This is an optimization exercise on Yosys and OpenROAD, whose aim is small area and a short achievable clock period, not a production implementation.
The RTL was checked by simulation tests, not by an equivalence proof against the original design.
Power figures rest on the tool's default switching activity, not on a simulated workload.

==> build 32 <==
## mod_cpu
module mod_cpu (
    input logic clk_i,
    input logic rst_i,
    output logic [31:0] register_a0,
    output logic [31:0] wb_adr_o,
    input logic [31:0] wb_dat_i,
    output logic [31:0] wb_dat_o,
    output logic wb_we_o,
    output logic [3:0] wb_sel_o,
    output logic wb_stb_o,
    input logic wb_ack_i,
    output logic wb_cyc_o
);
clock: 20.0 ns
lec_check: 0
cap_margin: 20
core_margin: 2
core_utilization: 45
place_density: 0.6
slew_margin: 20
standard.sh (not shown) runs the stock make flow with config.mk's settings and CLKGATE_MAP_FILE= SYNTH_SCRIPT=/design/flow/synth_recipe.tcl, a recipe that flattens the netlist after the stock synthesis.
==> flow/flow/run.sh <==
#!/bin/bash
# Layout: the standard flow (standard.sh), unchanged except that every
# setup repair (after floorplan, CTS and global routing) aims for a slack
# margin well above zero. The clock period and all constraints stay as they
# are; the margin only makes the resizer shorten the critical paths, which
# lowers the period the layout achieves.
export SETUP_SLACK_MARGIN=14.5
bash standard.sh finish > standard.log 2>&1
==> trial 28 (differences from build 32) <==
--- a/flow/design.v
+++ b/flow/design.v
@@ -508,89 +508,101 @@
     endcase
   end
   logic direct;
   assign direct = f3[2] ? (m1_zero || m_lt) : (m0_zero || m1_zero);
   logic hpc;   
   assign hpc = hp0 < hp1;
   logic mul_done, mul_sw;
   logic [2:0] mul_k;
+  logic [3:0] nib;
   logic [31:0] mul_x, mul_y;
   logic [63:0] acc;
-  logic [3:0] nib;
-  assign nib = mul_sw ? mul_x[{mul_k, 2'b00}+:4] : mul_y[{mul_k, 2'b00}+:4];
-  logic [31:0] mul_a;
+  function automatic logic [6:0] top_nibble(input logic [31:0] m);
+    logic [7:0] nz;
+    logic seen;
+    for (int j = 0; j < 8; j++) nz[j] = |m[4*j+:4];
+    top_nibble = 7'd0;
+    seen = 1'b0;
+    for (int j = 7; j >= 0; j--) begin
+      if (nz[j] && !seen) top_nibble = {j[2:0], m[4*j+:4]};
+      seen = seen | nz[j];
+    end
+  endfunction
+  logic [6:0] top0, top1, top_b;
+  assign top0 = top_nibble(m0);
+  assign top1 = top_nibble(m1);
+  assign top_b = hpc ? top0 : top1;
+  logic [31:0] mul_a, mul_b;
   assign mul_a = mul_sw ? mul_y : mul_x;
+  assign mul_b = mul_sw ? mul_x : mul_y;
+  logic [2:0] mul_k_next;
+  assign mul_k_next = mul_k - 3'd1;
   logic [63:0] acc_step;
   assign acc_step = {acc[59:0], 4'b0} + nib * mul_a;
   always_ff @(posedge clk_i) begin
     if (rst_i) begin
-      mul_done   <= 1'b0;
-      mul_sw     <= 1'b0;
-      mul_k      <= 3'd0;
-      mul_y[3:0] <= 4'd0;
-      acc        <= 64'd0;
+      mul_done <= 1'b0;
+      mul_sw   <= 1'b0;
+      mul_k    <= 3'd0;
+      nib      <= 4'd0;
+      acc      <= 64'd0;
     end else if (trigger) begin
       mul_done <= direct;
       mul_sw   <= hpc;
-      mul_k    <= hpc ? hp0[4:2] : hp1[4:2];
+      mul_k    <= top_b[6:4];
+      nib      <= top_b[3:0];
       mul_x    <= m0;
       mul_y    <= m1;
       acc      <= 64'd0;
     end else if (!mul_done) begin
       acc <= acc_step;
       if (mul_k == 3'd0) mul_done <= 1'b1;
-      mul_k <= mul_k - 3'd1;
+      mul_k <= mul_k_next;
+      nib   <= mul_b[{mul_k_next, 2'b00}+:4];
     end
   end
   logic [5:0] div_j;
-  logic [31:0] dvd, dvs, quo;
-  logic div_first;
-  logic [4:0] div_rot, div_top;
+  logic [31:0] dvd, quo;
+  logic [4:0] div_rot;
+  logic [5:0] div_top;   
   logic [31:0] dvs_rot, align_mask, dvs_eff;
-  assign dvs_rot = ({dvs, dvs} << div_rot) >> 32;
+  assign dvs_rot = ({mul_y, mul_y} << div_rot) >> 32;
   always_comb begin
-    for (int k = 0; k < 32; k++) align_mask[k] = (k[4:0] <= div_top);
+    for (int k = 0; k < 32; k++) align_mask[k] = !div_top[5] && (k[4:0] <= div_top[4:0]);
   end
-  assign dvs_eff = div_first ? (dvs_rot & align_mask) : dvs;
+  assign dvs_eff = dvs_rot & align_mask;
   logic [32:0] dvd_diff;
   assign dvd_diff = {1'b0, dvd} - {1'b0, dvs_eff};
   logic ge;
   assign ge = !dvd_diff[32];
   always_ff @(posedge clk_i) begin
     if (rst_i) begin
-      div_j     <= 6'd0;
-      dvd       <= 32'd0;
-      dvs       <= 32'd0;
-      quo       <= 32'd0;
-      div_first <= 1'b0;
+      div_j   <= 6'd0;
+      dvd     <= 32'd0;
+      quo     <= 32'd0;
+      div_top <= 6'h3F;
     end else if (trigger) begin
-      dvd       <= m0;
-      div_first <= !direct;
+      dvd     <= m0;
+      div_rot <= hp0 - hp1;
       if (direct) begin
-        div_j <= 6'd32;
-        dvs   <= 32'd0;
-        quo   <= m1_zero ? (s0 ? 32'd1 : 32'hFFFFFFFF) : 32'd0;
+        div_j   <= 6'd32;
+        div_top <= 6'h3F;
+        quo     <= m1_zero ? (s0 ? 32'd1 : 32'hFFFFFFFF) : 32'd0;
       end else begin
-        div_j <= {1'b0, hp1} + 6'd31 - {1'b0, hp0};
-        dvs   <= m1;
-        quo   <= 32'd0;
+        div_j   <= {1'b0, hp1} + 6'd31 - {1'b0, hp0};
+        div_top <= {1'b0, hp0};
+        quo     <= 32'd0;
       end
     end else if (div_j != 6'd32) begin
-      quo       <= {quo[30:0], ge};
+      quo     <= {quo[30:0], ge};
       if (ge) dvd <= dvd_diff[31:0];
-      dvs       <= dvs_eff >> 1;
-      div_j     <= div_j + 6'd1;
-      div_first <= 1'b0;
-    end
-  end
-  always_ff @(posedge clk_i) begin
-    if (trigger) begin
-      div_rot <= hp0 - hp1;
-      div_top <= hp0;
+      div_rot <= div_rot - 5'd1;
+      if (!div_top[5]) div_top <= div_top - 6'd1;
+      div_j   <= div_j + 6'd1;
     end
   end
   logic mul_hi, neg;
   assign mul_hi = !f3[2] && (f3[1:0] != 2'b00);
   assign neg = (f3[2] && f3[1]) ? s0 : (s0 ^ s1);
   logic [31:0] sel;
   logic cin;
   always_comb begin
==> flow/flow/run.sh (replaced) <==
#!/bin/bash
# Layout: the standard flow (standard.sh), unchanged except that every
# setup repair (after floorplan, CTS and global routing) aims for a slack
# margin well above zero, and does not clone gates (cloning once overloaded a
# driver past its max slew / max capacitance). The clock period and all
# constraints stay as they are; the margin only makes the resizer shorten the
# critical paths, which lowers the period the layout achieves.
export SETUP_SLACK_MARGIN=14.2
export SKIP_GATE_CLONING=1
bash standard.sh finish > standard.log 2>&1
Settings changed: CORE_UTILIZATION 45 to 50, CTS_BUF_LIST set to sky130_fd_sc_hd__clkbuf_16, CTS_CLUSTER_DIAMETER set to 80, CTS_CLUSTER_SIZE set to 24, PLACE_DENSITY 0.6 to 0.65.
==> build 64 (differences from build 32) <==
--- a/flow/design.v
+++ b/flow/design.v
@@ -98,28 +98,28 @@
     input logic c_br_i,
     input logic c_load_i,
     input logic c_store_i,
     input logic c_imm_i,
     input logic c_op_i,
     input logic [3-1:0] funct3_i,
     input logic f7_zero_i,
     input logic f7_sub_i,
-    input logic f7_md_i,
+    input logic is_md_i,   
     input logic [32-1:0] alu_operand_1_i,
     input logic [32-1:0] alu_operand_2_i,
     output logic [32-1:0] target_address_o,
     output logic branch_taken_o,
     output logic [32-1:0] alu_result_o,
     output logic ex_stb_o
 );
   logic muldiv_stb;
   logic [32-1:0] alu_result, muldiv_data;
   logic is_md;
-  assign is_md = c_op_i && f7_md_i;
+  assign is_md = is_md_i;
   mod_alu u_alu (
       .pc_i(pc_i),
       .alu_operand_1_i(alu_operand_1_i),
       .alu_operand_2_i(alu_operand_2_i),
       .immediate_i(immediate_i),
       .c_lui_i(c_lui_i),
       .c_auipc_i(c_auipc_i),
       .c_jal_i(c_jal_i),
@@ -508,89 +508,101 @@
     endcase
   end
   logic direct;
   assign direct = f3[2] ? (m1_zero || m_lt) : (m0_zero || m1_zero);
   logic hpc;   
   assign hpc = hp0 < hp1;
   logic mul_done, mul_sw;
   logic [2:0] mul_k;
+  logic [3:0] nib;
   logic [31:0] mul_x, mul_y;
   logic [63:0] acc;
-  logic [3:0] nib;
-  assign nib = mul_sw ? mul_x[{mul_k, 2'b00}+:4] : mul_y[{mul_k, 2'b00}+:4];
-  logic [31:0] mul_a;
+  function automatic logic [6:0] top_nibble(input logic [31:0] m);
+    logic [7:0] nz;
+    logic seen;
+    for (int j = 0; j < 8; j++) nz[j] = |m[4*j+:4];
+    top_nibble = 7'd0;
+    seen = 1'b0;
+    for (int j = 7; j >= 0; j--) begin
+      if (nz[j] && !seen) top_nibble = {j[2:0], m[4*j+:4]};
+      seen = seen | nz[j];
+    end
+  endfunction
+  logic [6:0] top0, top1, top_b;
+  assign top0 = top_nibble(m0);
+  assign top1 = top_nibble(m1);
+  assign top_b = hpc ? top0 : top1;
+  logic [31:0] mul_a, mul_b;
   assign mul_a = mul_sw ? mul_y : mul_x;
+  assign mul_b = mul_sw ? mul_x : mul_y;
+  logic [2:0] mul_k_next;
+  assign mul_k_next = mul_k - 3'd1;
   logic [63:0] acc_step;
   assign acc_step = {acc[59:0], 4'b0} + nib * mul_a;
   always_ff @(posedge clk_i) begin
     if (rst_i) begin
-      mul_done   <= 1'b0;
-      mul_sw     <= 1'b0;
-      mul_k      <= 3'd0;
-      mul_y[3:0] <= 4'd0;
-      acc        <= 64'd0;
+      mul_done <= 1'b0;
+      mul_sw   <= 1'b0;
+      mul_k    <= 3'd0;
+      nib      <= 4'd0;
+      acc      <= 64'd0;
     end else if (trigger) begin
       mul_done <= direct;
       mul_sw   <= hpc;
-      mul_k    <= hpc ? hp0[4:2] : hp1[4:2];
+      mul_k    <= top_b[6:4];
+      nib      <= top_b[3:0];
       mul_x    <= m0;
       mul_y    <= m1;
       acc      <= 64'd0;
     end else if (!mul_done) begin
       acc <= acc_step;
       if (mul_k == 3'd0) mul_done <= 1'b1;
-      mul_k <= mul_k - 3'd1;
+      mul_k <= mul_k_next;
+      nib   <= mul_b[{mul_k_next, 2'b00}+:4];
     end
   end
   logic [5:0] div_j;
-  logic [31:0] dvd, dvs, quo;
-  logic div_first;
-  logic [4:0] div_rot, div_top;
+  logic [31:0] dvd, quo;
+  logic [4:0] div_rot;
+  logic [5:0] div_top;   
   logic [31:0] dvs_rot, align_mask, dvs_eff;
-  assign dvs_rot = ({dvs, dvs} << div_rot) >> 32;
+  assign dvs_rot = ({mul_y, mul_y} << div_rot) >> 32;
   always_comb begin
-    for (int k = 0; k < 32; k++) align_mask[k] = (k[4:0] <= div_top);
+    for (int k = 0; k < 32; k++) align_mask[k] = !div_top[5] && (k[4:0] <= div_top[4:0]);
   end
-  assign dvs_eff = div_first ? (dvs_rot & align_mask) : dvs;
+  assign dvs_eff = dvs_rot & align_mask;
   logic [32:0] dvd_diff;
   assign dvd_diff = {1'b0, dvd} - {1'b0, dvs_eff};
   logic ge;
   assign ge = !dvd_diff[32];
   always_ff @(posedge clk_i) begin
     if (rst_i) begin
-      div_j     <= 6'd0;
-      dvd       <= 32'd0;
-      dvs       <= 32'd0;
-      quo       <= 32'd0;
-      div_first <= 1'b0;
+      div_j   <= 6'd0;
+      dvd     <= 32'd0;
+      quo     <= 32'd0;
+      div_top <= 6'h3F;
     end else if (trigger) begin
-      dvd       <= m0;
-      div_first <= !direct;
+      dvd     <= m0;
+      div_rot <= hp0 - hp1;
       if (direct) begin
-        div_j <= 6'd32;
-        dvs   <= 32'd0;
-        quo   <= m1_zero ? (s0 ? 32'd1 : 32'hFFFFFFFF) : 32'd0;
+        div_j   <= 6'd32;
+        div_top <= 6'h3F;
+        quo     <= m1_zero ? (s0 ? 32'd1 : 32'hFFFFFFFF) : 32'd0;
       end else begin
-        div_j <= {1'b0, hp1} + 6'd31 - {1'b0, hp0};
-        dvs   <= m1;
-        quo   <= 32'd0;
+        div_j   <= {1'b0, hp1} + 6'd31 - {1'b0, hp0};
+        div_top <= {1'b0, hp0};
+        quo     <= 32'd0;
       end
     end else if (div_j != 6'd32) begin
-      quo       <= {quo[30:0], ge};
+      quo     <= {quo[30:0], ge};
       if (ge) dvd <= dvd_diff[31:0];
-      dvs       <= dvs_eff >> 1;
-      div_j     <= div_j + 6'd1;
-      div_first <= 1'b0;
-    end
-  end
-  always_ff @(posedge clk_i) begin
-    if (trigger) begin
-      div_rot <= hp0 - hp1;
-      div_top <= hp0;
+      div_rot <= div_rot - 5'd1;
+      if (!div_top[5]) div_top <= div_top - 6'd1;
+      div_j   <= div_j + 6'd1;
     end
   end
   logic mul_hi, neg;
   assign mul_hi = !f3[2] && (f3[1:0] != 2'b00);
   assign neg = (f3[2] && f3[1]) ? s0 : (s0 ^ s1);
   logic [31:0] sel;
   logic cin;
   always_comb begin
@@ -676,17 +688,17 @@
   logic pc_stall;   
   logic ex_branch_taken;
   logic [32-1:0] ex_target_address;
   logic [32-1:0] pc;
   logic [32-1:0] id_pc;
   logic [28:0] id_instr;   
   logic ex_c_lui, ex_c_auipc, ex_c_jal, ex_c_jalr, ex_c_br, ex_c_load, ex_c_store, ex_c_imm, ex_c_op;
   logic [2:0] ex_funct3;
-  logic ex_f7_zero, ex_f7_sub, ex_f7_md;
+  logic ex_f7_zero, ex_f7_sub, ex_is_md;
   logic [32-1:0] ex_reg_1, ex_reg_2, ex_immediate, ex_pc;
   logic [4:0] ex_rs1, ex_rs2, ex_rd;
   logic mem_reg_write_en, mem_load, mem_store;
   logic [2:0] mem_funct3;
   logic [4:0] mem_rd;
   logic [32-1:0] mem_alu_out, mem_reg_2;
   logic wb_reg_write_en;
   logic [4:0] wb_rd;
@@ -819,45 +831,46 @@
       ex_c_auipc   <= 1'b0;
       ex_c_jal     <= 1'b0;
       ex_c_jalr    <= 1'b0;
       ex_c_br      <= 1'b0;
       ex_c_load    <= 1'b0;
       ex_c_store   <= 1'b0;
       ex_c_imm     <= 1'b0;
       ex_c_op      <= 1'b0;
+      ex_is_md     <= 1'b0;
       ex_funct3    <= '0;
       ex_reg_1     <= '0;
       ex_reg_2     <= '0;
       ex_rs1       <= '0;
       ex_rs2       <= '0;
       ex_rd        <= '0;
     end else if (!(mem_stall || ex_stall)) begin
       ex_c_lui     <= id_c_lui;
       ex_c_auipc   <= id_c_auipc;
       ex_c_jal     <= id_c_jal;
       ex_c_jalr    <= id_c_jalr;
       ex_c_br      <= id_c_br;
       ex_c_load    <= id_c_load;
       ex_c_store   <= id_c_store;
       ex_c_imm     <= id_c_imm;
       ex_c_op      <= id_c_op;
+      ex_is_md     <= id_c_op && id_funct7 == 7'b0000001;
       ex_funct3    <= id_funct3;
       ex_reg_1     <= id_reg_1_fwd;
       ex_reg_2     <= id_reg_2_fwd;
       ex_rs1       <= id_rs1;
       ex_rs2       <= id_rs2_muxed;
       ex_rd        <= id_rd;
     end
   end
   always_ff @(posedge clk_i) begin
     if (!(mem_stall || ex_stall)) begin
       ex_f7_zero   <= id_funct7 == 7'b0000000;
       ex_f7_sub    <= id_funct7 == 7'b0100000;
-      ex_f7_md     <= id_funct7 == 7'b0000001;
       ex_immediate <= id_immediate;
       ex_pc        <= id_pc;
     end
   end
   logic fw1_m, fw2_m, fw1_w, fw2_w;
   logic ex_reg_write_en;
   assign ex_reg_write_en = ex_c_lui || ex_c_auipc || ex_c_imm || ex_c_op || ex_c_load
                            || ex_c_jal || ex_c_jalr;
@@ -899,17 +912,17 @@
       .c_br_i(ex_c_br),
       .c_load_i(ex_c_load),
       .c_store_i(ex_c_store),
       .c_imm_i(ex_c_imm),
       .c_op_i(ex_c_op),
       .funct3_i(ex_funct3),
       .f7_zero_i(ex_f7_zero),
       .f7_sub_i(ex_f7_sub),
-      .f7_md_i(ex_f7_md),
+      .is_md_i(ex_is_md),
       .alu_operand_1_i(ex_op1),
       .alu_operand_2_i(ex_op2),
       .target_address_o(ex_target_address),
       .branch_taken_o(ex_branch_taken),
       .alu_result_o(ex_alu_result),
       .ex_stb_o(ex_stb)
   );
   always_ff @(posedge clk_i) begin
==> flow/flow/run.sh (replaced) <==
#!/bin/bash
# Layout: the standard flow (standard.sh), unchanged except that every
# setup repair (after floorplan, CTS and global routing) aims for a slack
# margin well above zero, and does not clone gates (cloning once overloaded a
# driver past its max slew / max capacitance). The clock period and all
# constraints stay as they are; the margin only makes the resizer shorten the
# critical paths, which lowers the period the layout achieves.
export SETUP_SLACK_MARGIN=14.2
export SKIP_GATE_CLONING=1
bash standard.sh finish > standard.log 2>&1
Settings changed: CORE_UTILIZATION 45 to 50, CTS_BUF_LIST set to sky130_fd_sc_hd__clkbuf_16, CTS_CLUSTER_DIAMETER set to 80, CTS_CLUSTER_SIZE set to 24, PLACE_DENSITY 0.6 to 0.65.
==> notes <==
Between build 32 and trial 28, the lower clock power is in trial 28 (gap about 60%, measured against trial 28).
Build 64 completed with no timing, DRC or antenna violations. Build 32 ran to the end with violations: max-capacitance violations, max-slew violations. Trial 28 finished but failed the layout checks on antenna violations.
Sequential share of layout area, lowest first: build 32, trial 28, build 64.
Of trial 28 and build 32, build 32 has the higher flip-flop and latch count (gap 28).
Maximum frequency, lowest first: build 32, build 64, trial 28.
The highest die area belongs to build 32, the lowest to trial 28.
Non-clock buffer count: build 64 is lower than trial 28 (148).
The highest total power belongs to build 32, the lowest to build 64.
Global-route usage: build 64 is lower than trial 28 (0.44 points).

[static timing again, ports no longer ideal]
The flow's constraints put no driver on any port. The routed layouts listed below were extracted and timed again, unchanged, in two steps.
Step 1 sets driving cells, clkbuf_16 on the clock port and buf_2 on the other inputs (assumed; they add their load-dependent delay and slew).
Step 2, shift: input delay + t, output delay - t, t = (earliest + latest rising clock arrival at the registers) / 2. This alone moves slack from input paths to output paths.
Three values: ideal ports, drivers, drivers and shift; two values: the first two.
run	t, ns	setup slack, ns	hold WS [ns]	worst slew at a driven data input, ns	pins driven straight from the clock port
build 32	1.254	13.823 / 13.823 / 13.176	0.416 / 0.416 / 0.416	0.23	1
trial 28	1.130	14.058 / 14.029 / 13.000	0.425 / 0.425 / 0.425	0.53	1
build 64	1.184	14.056 / 13.955 / 12.896	0.405 / 0.405 / 0.405	0.27	1
For build 64, which loses most, drivers alone change the setup slack by -0.101 ns; drivers and shift together by -1.160 ns.
